This is an optimization exercise on Yosys and OpenROAD, whose aim is a short achievable clock period and few clock cycles, not a production implementation. In this exercise RTL edits were held to simulation tests only and were not proved equivalent to the original. Power and IR drop assume default switching activity.

== run A ==
Design lc3_datapath, start of the top module:
module lc3_datapath
  (clk,
   rst,
   mem_en,
   mem_we,
   mem_addr,
   mem_wdata,
   mem_ready,
   mem_rdata
   );
For scale: roughly 4400 cells after synthesis, about 1200 flip-flops, roughly 53 I/O pins, roughly 58000 sq um of cells after synthesis.
clock: 7.5 ns
lec_check: 0
cap_margin: 20
core_margin: 2
core_utilization: 65
place_density: 0.75
setup_slack_margin: 4.7
slew_margin: 20
run.sh (not shown) runs the stock make flow with config.mk's settings and CLKGATE_MAP_FILE= SYNTH_SCRIPT=/design/flow/synth_recipe.tcl, a recipe that flattens the netlist after the stock synthesis.
Having completed the whole flow, run A delivered a layout that passed the timing, DRC and antenna checks.
Testbench counts of run A, summed over its fixed seeds: cycles 115,005.
Inputs modified between run A and run B:
Settings: CORE_UTILIZATION changed from 65 to 55; PLACE_DENSITY changed from 0.75 to 0.7; SETUP_SLACK_MARGIN changed from 4.7 to 4.8.
Results
From run A to run B the numbers moved as follows: sequential group power neither gained nor lost much; area of the die increased about 18%.
[run B vs run A] part of the total power dissipated in the clock network: higher in run B
Run A -> run B: via count of the first global-routing pass decreased by a few percent
Compared with run A, run B shows a higher clock buffer count.
#### Input delta (run C over run B)
Settings: CORE_UTILIZATION now 40, was 55; SETUP_SLACK_MARGIN now 4.6, was 4.8; PLACE_DENSITY now 0.6, was 0.7.
--- outcome ---
- Run C: flow completed, timing, DRC and antenna clean
- Of the two values seen for path type of the worst setup path, reg -> reg was produced by run B and in -> reg by run C.
- Portion of the clock cycle consumed by the worst path in the final layout in run C is 2.1 points above run B.
- Run B → run C: number of well taps now sits higher, clock power now sits at about the same level, overall die width now sits higher.
- Per the comparison of run C with run B, clock-pin slew on the worst setup and hold paths ~0 delta; post-CTS resize count -about 28%.
- Diff run B -> run C | die footprint | up by more than a quarter
Setup changes, run C to run D
Settings: CORE_UTILIZATION changed from 40 to 55; SETUP_SLACK_MARGIN changed from 4.6 to 4.9; PLACE_DENSITY changed from 0.6 to 0.7.
==> comparison <==
Compared with run C, in run D layout buffering overhead excluding clock cells rose 5.5 points; starting density of the core +15 points.
Cells: run D has fewer instances than run C
Routing usage on met1 up 16 points in run D wrt run C
Run D: count of clock-buffer cells in the layout 3 below run C
Number of instances resized during post-cts repair (run D vs. run C) increases by more than half
Data required time at the worst endpoint came out higher on run D than on run C.
Total power: run D above run C
Compared with run C, run D shows a setup slack that is 0.029 ns higher.

* * *

the baseline:
Another version of the RTL of lc3_datapath (not shown whole).
Size in the first run: ~2100 cells after synthesis, roughly 53 I/O pins, roughly 0.018 mm^2 of cells after synthesis.
==> flow/design.v (excerpt) <==
module lc3_datapath
  (clk,
   rst,
   mem_en,
   mem_we,
   mem_addr,
   mem_wdata,
   mem_ready,
   mem_rdata
   );
clock: 7.5 ns
lec_check: 0
cap_margin: 20
core_margin: 2
core_utilization: 40
place_density: 0.6
setup_slack_margin: 4.7
slew_margin: 20
The baseline finished all stages; the layout is clean.
Testbench counts of the baseline, summed over its fixed seeds: cycles 125,899.
### the baseline -> the candidate
# the baseline
export LEC_CHECK = 0
export CAP_MARGIN = 20
export CORE_MARGIN = 2
export CORE_UTILIZATION = 40
export PLACE_DENSITY = 0.6
export SETUP_SLACK_MARGIN = 4.7
export SLEW_MARGIN = 20
create_clock -name core_clock -period 7.5 [get_ports {clk}]
# the candidate
export LEC_CHECK = 0
export CAP_MARGIN = 20
export CORE_MARGIN = 2
export CORE_UTILIZATION = 40
export PLACE_DENSITY = 0.6
export SETUP_SLACK_MARGIN = 4.5
export SLEW_MARGIN = 20
create_clock -name core_clock -period 7.5 [get_ports {clk}]
[summary]
Fraction of the cycle the final worst path needs is higher on the candidate. Total of clock buffers placed in the layout in the candidate is 3 lower than in the baseline. Looking at via count, the candidate sits below the baseline. On the candidate: total iterations of the first detailed-routing run is 1 higher than what the baseline gave. Summary of the candidate over the baseline: layout overhead on the synthesized area went down by 19 points; via count of the first global-routing pass decreased about 7.5%.

* * *

lc3_datapath with an RTL version that a note above also has.
Size: ~4400 cells after synthesis, ~1200 flip-flops, about 53 I/O pins, ~0.058 mm2 of cells after synthesis.
clock: 7.5 ns
lec_check: 0
cap_margin: 20
core_margin: 2
core_utilization: 40
place_density: 0.6
setup_slack_margin: 4.7
slew_margin: 20
Testbench counts at the start, summed over its fixed seeds: cycles 115,005.
Then changed:
- CORE_UTILIZATION: 40 -> 55
- PLACE_DENSITY: 0.6 -> 0.7
Effect: The new run went through all stages and came out clean. Setup slack got worse by 25 ps. Routed wire length increases by a few percent. Register-to-register slack improved by 40 ps. Total power came out higher by a few percent.

* * *

Setup of main:
Another version of the RTL of lc3_datapath (not shown whole).
Size in the first run: about 4,400 cells after synthesis, about 57,000 sq um of cells after synthesis.
Design lc3_datapath, start of the top module:
module lc3_datapath
  (clk,
   rst,
   mem_en,
   mem_we,
   mem_addr,
   mem_wdata,
   mem_ready,
   mem_rdata
   );
==> flow/config.mk <==
export PLATFORM = sky130hd
export DESIGN_NAME = lc3_datapath
export DESIGN_NICKNAME = lc3_datapath
export VERILOG_FILES = /design/flow/design.v
export SDC_FILE = /design/flow/constraint.sdc
export NUM_CORES = 4
export LEC_CHECK = 0
export CAP_MARGIN = 20
export CORE_MARGIN = 2
export CORE_UTILIZATION = 40
export PLACE_DENSITY = 0.6
export SETUP_SLACK_MARGIN = 4.7
export SLEW_MARGIN = 20
==> flow/constraint.sdc <==
create_clock -name core_clock -period 7.5 [get_ports {clk}]
set_input_delay 1.5000 -clock core_clock [delete_from_list [all_inputs] [get_ports {clk}]]
set_output_delay 1.5000 -clock core_clock [all_outputs]
set_load 0.01 [all_outputs]
Testbench counts of main, summed over its fixed seeds: cycles 113,462.
For the feature branch, these inputs were changed with respect to main:
Settings: changing CORE_UTILIZATION from 40 to 55; changing PLACE_DENSITY from 0.6 to 0.7.
==> comparison <==
Going from main to the feature branch, fraction of power spent switching nets went up by 0.31 points, least setup slack across all paths after layout higher, number of gates resized after CTS lower.
Comparing the feature branch and main, met1 routing resource usage after global routing is lower on main.
Compared with main, the feature branch shows a lower buffer share of cell area.
For the count of placed standard cells including taps, the feature branch came in about 8% lower than main did.
The feature branch vs main — routed wire length on met2 climbed by a few percent
Re cell count along the critical path: the feature branch and main aren't equal, and the lower value belongs to the feature branch.

afterwards: timing with drivers on the ports:
The results above use ideal ports. As a check the final layouts listed here were re-extracted and re-timed, cells and wires unchanged.
Step 1 assumes that a clkbuf_16 drives the clock port and a buf_2 every other input.
Step 2, shift: input delay + t, output delay - t, t = (earliest + latest rising clock arrival at the registers) / 2. This alone moves slack from input paths to output paths.
a / b / c = no drivers / after step 1 / after step 2; a / b = the first two.
| run | shift t [ns] | setup slack, ns | clock arrival spread, ns | worst data-port slew with drivers (ns) |
|---|---|---|---|---|
| run A | 0.836 | 4.215 / 4.037 / 3.201 | 0.091 / 0.090 | 0.33 |
| run B | 0.814 | 4.501 / 4.449 / 3.635 | 0.057 / 0.056 | 0.29 |
| run C | 0.821 | 4.340 / 4.370 / 3.549 | 0.094 / 0.095 | 0.32 |
| run D | 0.810 | 4.368 / 4.207 / 3.396 | 0.077 / 0.077 | 0.35 |
| the baseline | 0.611 | 4.441 / 4.431 / 3.819 | 0.019 / 0.019 | 0.09 |
| the candidate | 0.643 | 4.367 / 4.390 / 3.748 | 0.021 / 0.021 | 0.08 |
| the first run of note 3 | 0.825 | 4.461 / 4.393 / 3.568 | 0.055 / 0.056 | 0.25 |
| the second run of note 3 | 0.802 | 4.435 / 4.302 / 3.500 | 0.069 / 0.069 | 0.28 |
| main | 0.846 | 4.287 / 4.287 / 3.553 | 0.091 / 0.091 | 0.27 |
| the feature branch | 0.802 | 4.367 / 4.298 / 3.496 | 0.058 / 0.058 | 0.29 |
After both steps setup and hold are still met in every run listed. For run A, which loses most, drivers alone change the setup slack by -0.178 ns; drivers and shift together by -1.014 ns.
